From an optimization exercise on the open Yosys and OpenROAD flow, aimed at small area; shortcuts taken in it are not production practice. At most, simulation tests tie the RTL to the original design; equivalence was not proved.

==> job 7646 <==
==> flow/design.v <==
module xtea_top(
    input clock, reset, cfg, start,
    input[127:0] data_i, key,
    output busy, ready,
    output[127:0] data_o
);
localparam [31:0] DELTA = 32'h9E3779B9;
reg busy_r, busyn_r, ready_r;
reg enc;
reg [4:0] t;
reg [6:0] P;
reg [127:0] R;       
reg [127:0] K;       
reg [1:0] c1, c2;    
reg [2:0] ck;        
assign busy = busy_r;
assign ready = ready_r;
assign data_o = R;
wire b  = busy_r;
wire bn = busyn_r;
wire pol = ~t[0];
wire last  = (t == 5'd31);
wire first = (t == 5'd0);
wire endp  = enc ? (P == 7'd66) : (P == 7'd0);
wire copy  = enc ? (P[6] & (P[1] | P[0])) : ((P == 7'd65) | (P == 7'd0));
wire fin   = enc ? (P[6] & (P[1] | P[0])) : (P[6:1] == 6'd0);
wire [5:0] r = P[6:1];
localparam [65:0] S1211 = 66'h2c6b16c5b16c1b06c;
wire [1:0] s1211 = S1211[2*r +: 2];
wire [1:0] sel = P[0] ? r[1:0] : s1211;
wire kbit = (sel == 2'd0) ? K[0] :
            (sel == 2'd1) ? K[32] :
            (sel == 2'd2) ? K[64] : K[96];
wire ktrue = kbit ^ pol;
wire [5:0] dw;
genvar gj;
generate
    for (gj = 0; gj < 6; gj = gj + 1) begin : g_dw
        localparam [31:0] DS = DELTA << gj;
        assign dw[gj] = DS[t];
    end
endgenerate
wire [2:0] ckin = first ? 3'd0 : ck;
wire [3:0] tot = (r[0] & dw[0]) + (r[1] & dw[1]) + (r[2] & dw[2]) +
                 (r[3] & dw[3]) + (r[4] & dw[4]) + (r[5] & dw[5]) +
                 ktrue + ckin;
wire kk = tot[0];
wire sub = ~enc;
wire tge4  = (t >= 5'd4);
wire tle26 = (t <= 5'd26);
wire [1:0] xn;
wire [1:0] c1n, c2n;
generate
    for (gj = 0; gj < 2; gj = gj + 1) begin : g_blk
        wire X   = R[64*gj + 0]  ^ pol;
        wire Yt  = R[64*gj + 32] ^ pol;
        wire Yp5 = R[64*gj + 37] ^ pol;
        wire Ym4 = R[64*gj + 28] ^ pol;
        wire f   = (Ym4 & tge4) ^ (Yp5 & tle26);
        wire c1i = c1[gj] & ~first;
        wire m   = f ^ Yt ^ c1i;
        assign c1n[gj] = (f & Yt) | (f & c1i) | (Yt & c1i);
        wire z   = (m ^ kk) & ~copy;
        wire zz  = z ^ sub;
        wire c2i = first ? sub : c2[gj];
        wire xv  = X ^ zz ^ c2i;
        assign c2n[gj] = (X & zz) | (X & c2i) | (zz & c2i);
        assign xn[gj] = xv ^ t[0] ^ fin;
    end
endgenerate
always @(posedge clock, posedge reset) begin
    if (reset) begin
        busy_r  <= 1'b0;
        busyn_r <= 1'b1;
        ready_r <= 1'b0;
    end else begin
        busy_r  <= b ? ~ready_r : start;
        busyn_r <= b ? ready_r : ~start;
        ready_r <= b & ~ready_r & last & endp;
    end
end
wire [127:0] Kn = {K[96], K[127:97], K[64], K[95:65], K[32], K[63:33], K[0], K[31:1]};
wire [127:0] Rn = {1'b0, R[127:65], 1'b0, R[63:1]};
wire [127:0] Rl = ~((Rn | {128{bn}}) & (data_i | {128{b}}));
always @(posedge clock) begin
    K <= ~((Kn | {128{bn}}) & (key | {128{b}}));
    R[62:0]   <= Rl[62:0];
    R[126:64] <= Rl[126:64];
    R[63]  <= b ? xn[0] : ~data_i[63];
    R[127] <= b ? xn[1] : ~data_i[127];
    if (!b) begin
        enc <= cfg;
        t   <= 5'd0;
        P   <= cfg ? 7'd1 : 7'd65;
    end else begin
        t <= t + 5'd1;
        if (last)
            P <= enc ? P + 7'd1 : P - 7'd1;
    end
    c1 <= c1n;
    c2 <= c2n;
    ck <= tot[3:1];
end
endmodule
==> flow/flow/run.sh <==
#!/bin/bash
# Standard ORFS layout (the standard.sh, standard synthesis unchanged) with
# smaller port buffers and a lighter clock tree.
set -euo pipefail
export BUFFER_PORTS_ARGS="-buffer_cell sky130_fd_sc_hd__buf_1"
export CTS_ARGS="-sink_clustering_enable -repair_clock_nets -dont_use_dummy_load"
bash standard.sh > standard.log 2>&1
==> flow/standard.sh <==
#!/bin/bash
# synth_recipe.tcl (not shown) runs the flow's synth.tcl, then flattens the netlist and writes it again
# the make line also repeats each setting of config.mk as NAME=value (left out here)
make -C /OpenROAD-flow-scripts/flow DESIGN_CONFIG=/design/flow/config.mk WORK_HOME=/design/flow/orfs CLKGATE_MAP_FILE= SYNTH_SCRIPT=/design/flow/synth_recipe.tcl "${@:-finish}"
==> flow/config.mk <==
export PLATFORM = sky130hd
export DESIGN_NAME = xtea_top
export DESIGN_NICKNAME = xtea_top
export VERILOG_FILES = /design/flow/design.v
export SDC_FILE = /design/flow/constraint.sdc
export NUM_CORES = 4
export LEC_CHECK = 0
export ABC_AREA = 1
export CAP_MARGIN = 20
export CORE_MARGIN = 2
export CORE_UTILIZATION = 40
export SLEW_MARGIN = 20
==> flow/constraint.sdc <==
create_clock -name core_clock -period 10.0 [get_ports {clock}]
set_input_delay 2.0000 -clock core_clock [delete_from_list [all_inputs] [get_ports {clock}]]
set_output_delay 2.0000 -clock core_clock [all_outputs]
set_load 0.01 [all_outputs]
==> job 437 (differences from job 7646) <==
--- a/flow/design.v
+++ b/flow/design.v
@@ -4,7 +4,9 @@
     output busy, ready,
     output[127:0] data_o
 );
-localparam [31:0] DELTA = 32'h9E3779B9;
+localparam [31:0] DELTA  = 32'h9E3779B9;
+localparam [31:0] NDELTA = 32'h61C88647;
+localparam [31:0] DSUM0  = 32'hC6EF3720;
 reg busy_r, busyn_r, ready_r;
 reg enc;
 reg [4:0] t;
@@ -13,43 +15,57 @@
 reg [127:0] K;       
 reg [1:0] c1, c2;    
 reg [2:0] ck;        
+reg [4:0] w;         
+reg [1:0] V;         
 assign busy = busy_r;
 assign ready = ready_r;
 assign data_o = R;
 wire b  = busy_r;
 wire bn = busyn_r;
 wire pol = ~t[0];
-wire last  = (t == 5'd31);
-wire first = (t == 5'd0);
-wire endp  = enc ? (P == 7'd66) : (P == 7'd0);
-wire copy  = enc ? (P[6] & (P[1] | P[0])) : ((P == 7'd65) | (P == 7'd0));
-wire fin   = enc ? (P[6] & (P[1] | P[0])) : (P[6:1] == 6'd0);
+wire last  = &t;
+wire first = ~|t;
+wire tge4  = t[4] | t[3] | t[2];
+wire tle26 = ~(t[4] & t[3] & (t[2] | (t[1] & t[0])));
+wire p65   = P[6] & P[0];
+wire p66   = P[6] & P[1];
+wire endp  = enc ? p66 : p65;
+wire copy  = p65 | (enc ? p66 : ~|P);
+wire fin   = P[6] & (P[1] | P[0] | ~enc);
 wire [5:0] r = P[6:1];
-localparam [65:0] S1211 = 66'h2c6b16c5b16c1b06c;
-wire [1:0] s1211 = S1211[2*r +: 2];
-wire [1:0] sel = P[0] ? r[1:0] : s1211;
-wire kbit = (sel == 2'd0) ? K[0] :
-            (sel == 2'd1) ? K[32] :
-            (sel == 2'd2) ? K[64] : K[96];
+wire r4  = ~r[5] & ~r[4] & ~r[3] &  r[2] & ~r[1] & ~r[0];
+wire r8  = ~r[5] & ~r[4] &  r[3] & ~r[2] & ~r[1] & ~r[0];
+wire r9  = ~r[5] & ~r[4] &  r[3] & ~r[2] & ~r[1] &  r[0];
+wire r13 = ~r[5] & ~r[4] &  r[3] &  r[2] & ~r[1] &  r[0];
+wire r18 = ~r[5] &  r[4] & ~r[3] & ~r[2] &  r[1] & ~r[0];
+wire r22 = ~r[5] &  r[4] & ~r[3] &  r[2] &  r[1] & ~r[0];
+wire r23 = ~r[5] &  r[4] & ~r[3] &  r[2] &  r[1] &  r[0];
+wire r27 = ~r[5] &  r[4] &  r[3] & ~r[2] &  r[1] &  r[0];
+wire vhold = r4 | r13 | r18 | r27 | (enc ? (r9 | r23) : (r8 | r22));
+wire [1:0] sela = {r[1] ^ (r[0] & ~enc), r[0]};
+wire [1:0] sel  = (P[0] ^ enc) ? V : sela;
+wire kbit = sel[1] ? (sel[0] ? K[96] : K[64]) : (sel[0] ? K[32] : K[0]);
 wire ktrue = kbit ^ pol;
-wire [5:0] dw;
-genvar gj;
-generate
-    for (gj = 0; gj < 6; gj = gj + 1) begin : g_dw
-        localparam [31:0] DS = DELTA << gj;
-        assign dw[gj] = DS[t];
-    end
-endgenerate
-wire [2:0] ckin = first ? 3'd0 : ck;
-wire [3:0] tot = (r[0] & dw[0]) + (r[1] & dw[1]) + (r[2] & dw[2]) +
-                 (r[3] & dw[3]) + (r[4] & dw[4]) + (r[5] & dw[5]) +
-                 ktrue + ckin;
-wire kk = tot[0];
+wire d0   = enc ? DELTA[t] : NDELTA[t];
+wire cbit = ~enc & DSUM0[t];
+wire [2:0] ckin = ck & {3{~first}};
+wire a0 = (r[0] & d0) | (r[5] & w[4]);
+wire a1 = r[1] & w[0];
+wire a2 = r[2] & w[1];
+wire a3 = r[3] & w[2];
+wire a4 = r[4] & w[3];
+wire s1 = a0 ^ a1 ^ a2,       q1 = (a0 & a1) | (a0 & a2) | (a1 & a2);
+wire s2 = a3 ^ a4 ^ cbit,     q2 = (a3 & a4) | (a3 & cbit) | (a4 & cbit);
+wire s3 = ktrue ^ ckin[0] ^ s1, q3 = (ktrue & ckin[0]) | (ktrue & s1) | (ckin[0] & s1);
+wire kk = s2 ^ s3;
+wire q4 = s2 & s3;
+wire u1 = q1 ^ q2 ^ q3,       v1 = (q1 & q2) | (q1 & q3) | (q2 & q3);
+wire n0 = q4 ^ ckin[1] ^ u1,  v2 = (q4 & ckin[1]) | (q4 & u1) | (ckin[1] & u1);
+wire n1 = v1 ^ v2 ^ ckin[2],  n2 = (v1 & v2) | (v1 & ckin[2]) | (v2 & ckin[2]);
 wire sub = ~enc;
-wire tge4  = (t >= 5'd4);
-wire tle26 = (t <= 5'd26);
 wire [1:0] xn;
 wire [1:0] c1n, c2n;
+genvar gj;
 generate
     for (gj = 0; gj < 2; gj = gj + 1) begin : g_blk
         wire X   = R[64*gj + 0]  ^ pol;
@@ -90,15 +106,16 @@
     R[127] <= b ? xn[1] : ~data_i[127];
     if (!b) begin
         enc <= cfg;
-        t   <= 5'd0;
-        P   <= cfg ? 7'd1 : 7'd65;
+        V   <= {~cfg, 1'b0};
+        {P, t} <= {6'd0, cfg, 5'd0};
     end else begin
-        t <= t + 5'd1;
-        if (last)
-            P <= enc ? P + 7'd1 : P - 7'd1;
+        {P, t} <= {P, t} + 12'd1;
+        if (last & P[0] & ~vhold)
+            V <= {V[1] ^ V[0] ^ enc, ~V[0]};
     end
     c1 <= c1n;
     c2 <= c2n;
-    ck <= tot[3:1];
+    ck <= {n2, n1, n0};
+    w  <= {w[3:0], d0} & {5{~last}};
 end
 endmodule
==> flow/flow/run.sh (replaced) <==
#!/bin/bash
# Standard ORFS layout (the standard.sh, standard synthesis unchanged) with
# smaller port buffers and a lighter clock tree.
set -euo pipefail
export BUFFER_PORTS_ARGS="-buffer_cell sky130_fd_sc_hd__buf_1"
export CTS_ARGS="-sink_clustering_enable -repair_clock_nets -dont_use_dummy_load -buf_list sky130_fd_sc_hd__clkbuf_4 -root_buf sky130_fd_sc_hd__clkbuf_4 -sink_clustering_size 8 -sink_clustering_max_diameter 50"
bash standard.sh > standard.log 2>&1
- ABC_AREA: 1 -> unset
==> job 4922 (differences from job 7646) <==
==> flow/design.v (replaced) <==
module xtea_top(
    input clock, reset, cfg, start,
    input[127:0] data_i, key,
    output busy, ready,
    output[127:0] data_o
);
localparam [31:0] DELTA  = 32'h9E3779B9;
localparam [31:0] NDELTA = 32'h61C88647;
localparam [31:0] DSUM0  = 32'hC6EF3720;
reg busy_r, busyn_r;
reg enc;
reg [4:0] t;
reg [6:0] P;
reg [127:0] R;       
reg [127:0] K;       
reg [1:0] c1, c2;    
reg [2:0] ck;        
reg [4:0] w;         
reg [1:0] V;         
assign busy = busy_r;
assign ready = ready_r;
assign data_o = R;
wire b  = busy_r;
wire bn = busyn_r;
wire pol = ~t[0];
wire last  = &t;
wire first = ~|t;
wire ready_r = busy_r & first & P[6] & P[1] & ~(P[0] ^ enc);
wire tge4  = t[4] | t[3] | t[2];
wire tle26 = ~(t[4] & t[3] & (t[2] | (t[1] & t[0])));
wire p65   = P[6] & P[0];
wire p66   = P[6] & P[1];
wire copy  = p65 | (enc ? p66 : ~|P);
wire fin   = P[6] & (P[1] | P[0] | ~enc);
wire [5:0] r = P[6:1];
wire r4  = ~r[5] & ~r[4] & ~r[3] &  r[2] & ~r[1] & ~r[0];
wire r8  = ~r[5] & ~r[4] &  r[3] & ~r[2] & ~r[1] & ~r[0];
wire r9  = ~r[5] & ~r[4] &  r[3] & ~r[2] & ~r[1] &  r[0];
wire r13 = ~r[5] & ~r[4] &  r[3] &  r[2] & ~r[1] &  r[0];
wire r18 = ~r[5] &  r[4] & ~r[3] & ~r[2] &  r[1] & ~r[0];
wire r22 = ~r[5] &  r[4] & ~r[3] &  r[2] &  r[1] & ~r[0];
wire r23 = ~r[5] &  r[4] & ~r[3] &  r[2] &  r[1] &  r[0];
wire r27 = ~r[5] &  r[4] &  r[3] & ~r[2] &  r[1] &  r[0];
wire vhold = r4 | r13 | r18 | r27 | (enc ? (r9 | r23) : (r8 | r22));
wire [1:0] sela = {r[1] ^ (r[0] & ~enc), r[0]};
wire [1:0] sel  = (P[0] ^ enc) ? V : sela;
wire kbit = sel[1] ? (sel[0] ? K[96] : K[64]) : (sel[0] ? K[32] : K[0]);
wire ktrue = kbit ^ pol;
wire d0   = enc ? DELTA[t] : NDELTA[t];
wire cbit = ~enc & DSUM0[t];
wire [2:0] ckin = ck & {3{~first}};
wire a0 = (r[0] & d0) | (r[5] & w[4]);
wire a1 = r[1] & w[0];
wire a2 = r[2] & w[1];
wire a3 = r[3] & w[2];
wire a4 = r[4] & w[3];
wire s1 = a0 ^ a1 ^ a2,       q1 = (a0 & a1) | (a0 & a2) | (a1 & a2);
wire s2 = a3 ^ a4 ^ cbit,     q2 = (a3 & a4) | (a3 & cbit) | (a4 & cbit);
wire s3 = ktrue ^ ckin[0] ^ s1, q3 = (ktrue & ckin[0]) | (ktrue & s1) | (ckin[0] & s1);
wire kk = s2 ^ s3;
wire q4 = s2 & s3;
wire u1 = q1 ^ q2 ^ q3,       v1 = (q1 & q2) | (q1 & q3) | (q2 & q3);
wire n0 = q4 ^ ckin[1] ^ u1,  v2 = (q4 & ckin[1]) | (q4 & u1) | (ckin[1] & u1);
wire n1 = v1 ^ v2 ^ ckin[2],  n2 = (v1 & v2) | (v1 & ckin[2]) | (v2 & ckin[2]);
wire sub = ~enc;
wire [1:0] xn;
wire [1:0] c1n, c2n;
genvar gj;
generate
    for (gj = 0; gj < 2; gj = gj + 1) begin : g_blk
        wire X   = R[64*gj + 0]  ^ pol;
        wire Yt  = R[64*gj + 32] ^ pol;
        wire Yp5 = R[64*gj + 37] ^ pol;
        wire Ym4 = R[64*gj + 28] ^ pol;
        wire f   = (Ym4 & tge4) ^ (Yp5 & tle26);
        wire c1i = c1[gj] & ~first;
        wire m   = f ^ Yt ^ c1i;
        assign c1n[gj] = (f & Yt) | (f & c1i) | (Yt & c1i);
        wire z   = (m ^ kk) & ~copy;
        wire zz  = z ^ sub;
        wire c2i = first ? sub : c2[gj];
        wire xv  = X ^ zz ^ c2i;
        assign c2n[gj] = (X & zz) | (X & c2i) | (zz & c2i);
        assign xn[gj] = xv ^ t[0] ^ fin;
    end
endgenerate
always @(posedge clock, posedge reset) begin
    if (reset) begin
        busy_r  <= 1'b0;
        busyn_r <= 1'b1;
    end else begin
        busy_r  <= b ? ~ready_r : start;
        busyn_r <= b ? ready_r : ~start;
    end
end
wire [127:0] Kn = {K[96], K[127:97], K[64], K[95:65], K[32], K[63:33], K[0], K[31:1]};
wire [127:0] Rn = {1'b0, R[127:65], 1'b0, R[63:1]};
wire [127:0] Rl = ~((Rn | {128{bn}}) & (data_i | {128{b}}));
always @(posedge clock) begin
    K <= ~((Kn | {128{bn}}) & (key | {128{b}}));
    R[62:0]   <= Rl[62:0];
    R[126:64] <= Rl[126:64];
    R[63]  <= b ? xn[0] : ~data_i[63];
    R[127] <= b ? xn[1] : ~data_i[127];
    if (!b) begin
        enc <= cfg;
        V   <= {~cfg, 1'b0};
        {P, t} <= {6'd0, cfg, 5'd0};
    end else begin
        {P, t} <= {P, t} + 12'd1;
        if (last & P[0] & ~vhold)
            V <= {V[1] ^ V[0] ^ enc, ~V[0]};
    end
    c1 <= c1n;
    c2 <= c2n;
    ck <= {n2, n1, n0};
    w  <= {w[3:0], d0} & {5{~last}};
end
endmodule
==> flow/flow/run.sh (replaced) <==
#!/bin/bash
# Standard ORFS layout (the standard.sh, standard synthesis unchanged) with
# smaller port buffers and a lighter clock tree.
set -euo pipefail
export BUFFER_PORTS_ARGS="-buffer_cell sky130_fd_sc_hd__buf_1"
export CTS_ARGS="-sink_clustering_enable -repair_clock_nets -dont_use_dummy_load -buf_list sky130_fd_sc_hd__clkbuf_4 -root_buf sky130_fd_sc_hd__clkbuf_4 -sink_clustering_size 8 -sink_clustering_max_diameter 50"
bash standard.sh > standard.log 2>&1
- ABC_AREA: 1 -> unset
- CORE_UTILIZATION: 40 -> 65
- PLACE_DENSITY: unset -> 0.75
==> comparison table <==
|  | job 437 | job 7646 | job 4922 |
|---|---|---|---|
| Top cell type's share of synthesized area | 62.5% | 57.7% | 62.7% |
| Finished Cell Area | 0.0109 mm^2 | 0.0116 mm^2 | 0.0107 mm^2 |
| Critical Path Sink | R[63] | R[127] | R[127] |
| Buffer count excluding the clock tree in the final layout | 394 | 395 | 394 |
| Vias post-DR | 7530 | 7946 | 7692 |
| Worst-Skew Late Latency | 650 ps | 530 ps | 640 ps |
| Count of fill cells added during filler insertion | 2107 | 2214 | 916 |
| Crit-path max FO | 19 | 9 | 18 |
| Run status | timing/DRC/antenna clean | timing/DRC/antenna clean | timing/DRC/antenna clean |
| Slew HR | 40.6% | 30.4% | 27.4% |
| Met1 wire length | 11000 um | 12300 um | 10100 um |
| Overall die height | 154 um | 156 um | 122 um |
| Hold slack final | 385 ps | 404 ps | 404 ps |
| N_taps | 280 | 285 | 176 |
No functional check of the RTL was part of job 7646 and job 437.

==> separate check: timing with driven ports <==
The flow's constraints put no driver on any port. The routed layouts listed below were extracted and timed again, unchanged, in two steps. Step 1, drivers: a clkbuf_16 drives clock and a buf_2 each remaining input, both assumed. Step 2 moves the port delays by t, midway between the first and last clock arrival at a register: inputs arrive t later, outputs are due t later. That takes back most of the time a late clock gives input paths. a / b / c = ideal ports / drivers / drivers and shift; a / b = the first two.
| run | shift t [ns] | slack for setup (ns) | clock arrival spread, ns | slew at the worst register clock pin (ns) |
|---|---|---|---|---|
| job 7646 | 0.568 | 4.817 / 4.817 / 4.817 | 0.026 / 0.026 | 0.06 / 0.06 |
| job 437 | 0.664 | 5.166 / 5.166 / 5.166 | 0.075 / 0.075 | 0.09 / 0.09 |
| job 4922 | 0.643 | 5.161 / 5.161 / 5.161 | 0.065 / 0.065 | 0.09 / 0.09 |
After both steps setup and hold are still met in every run listed.
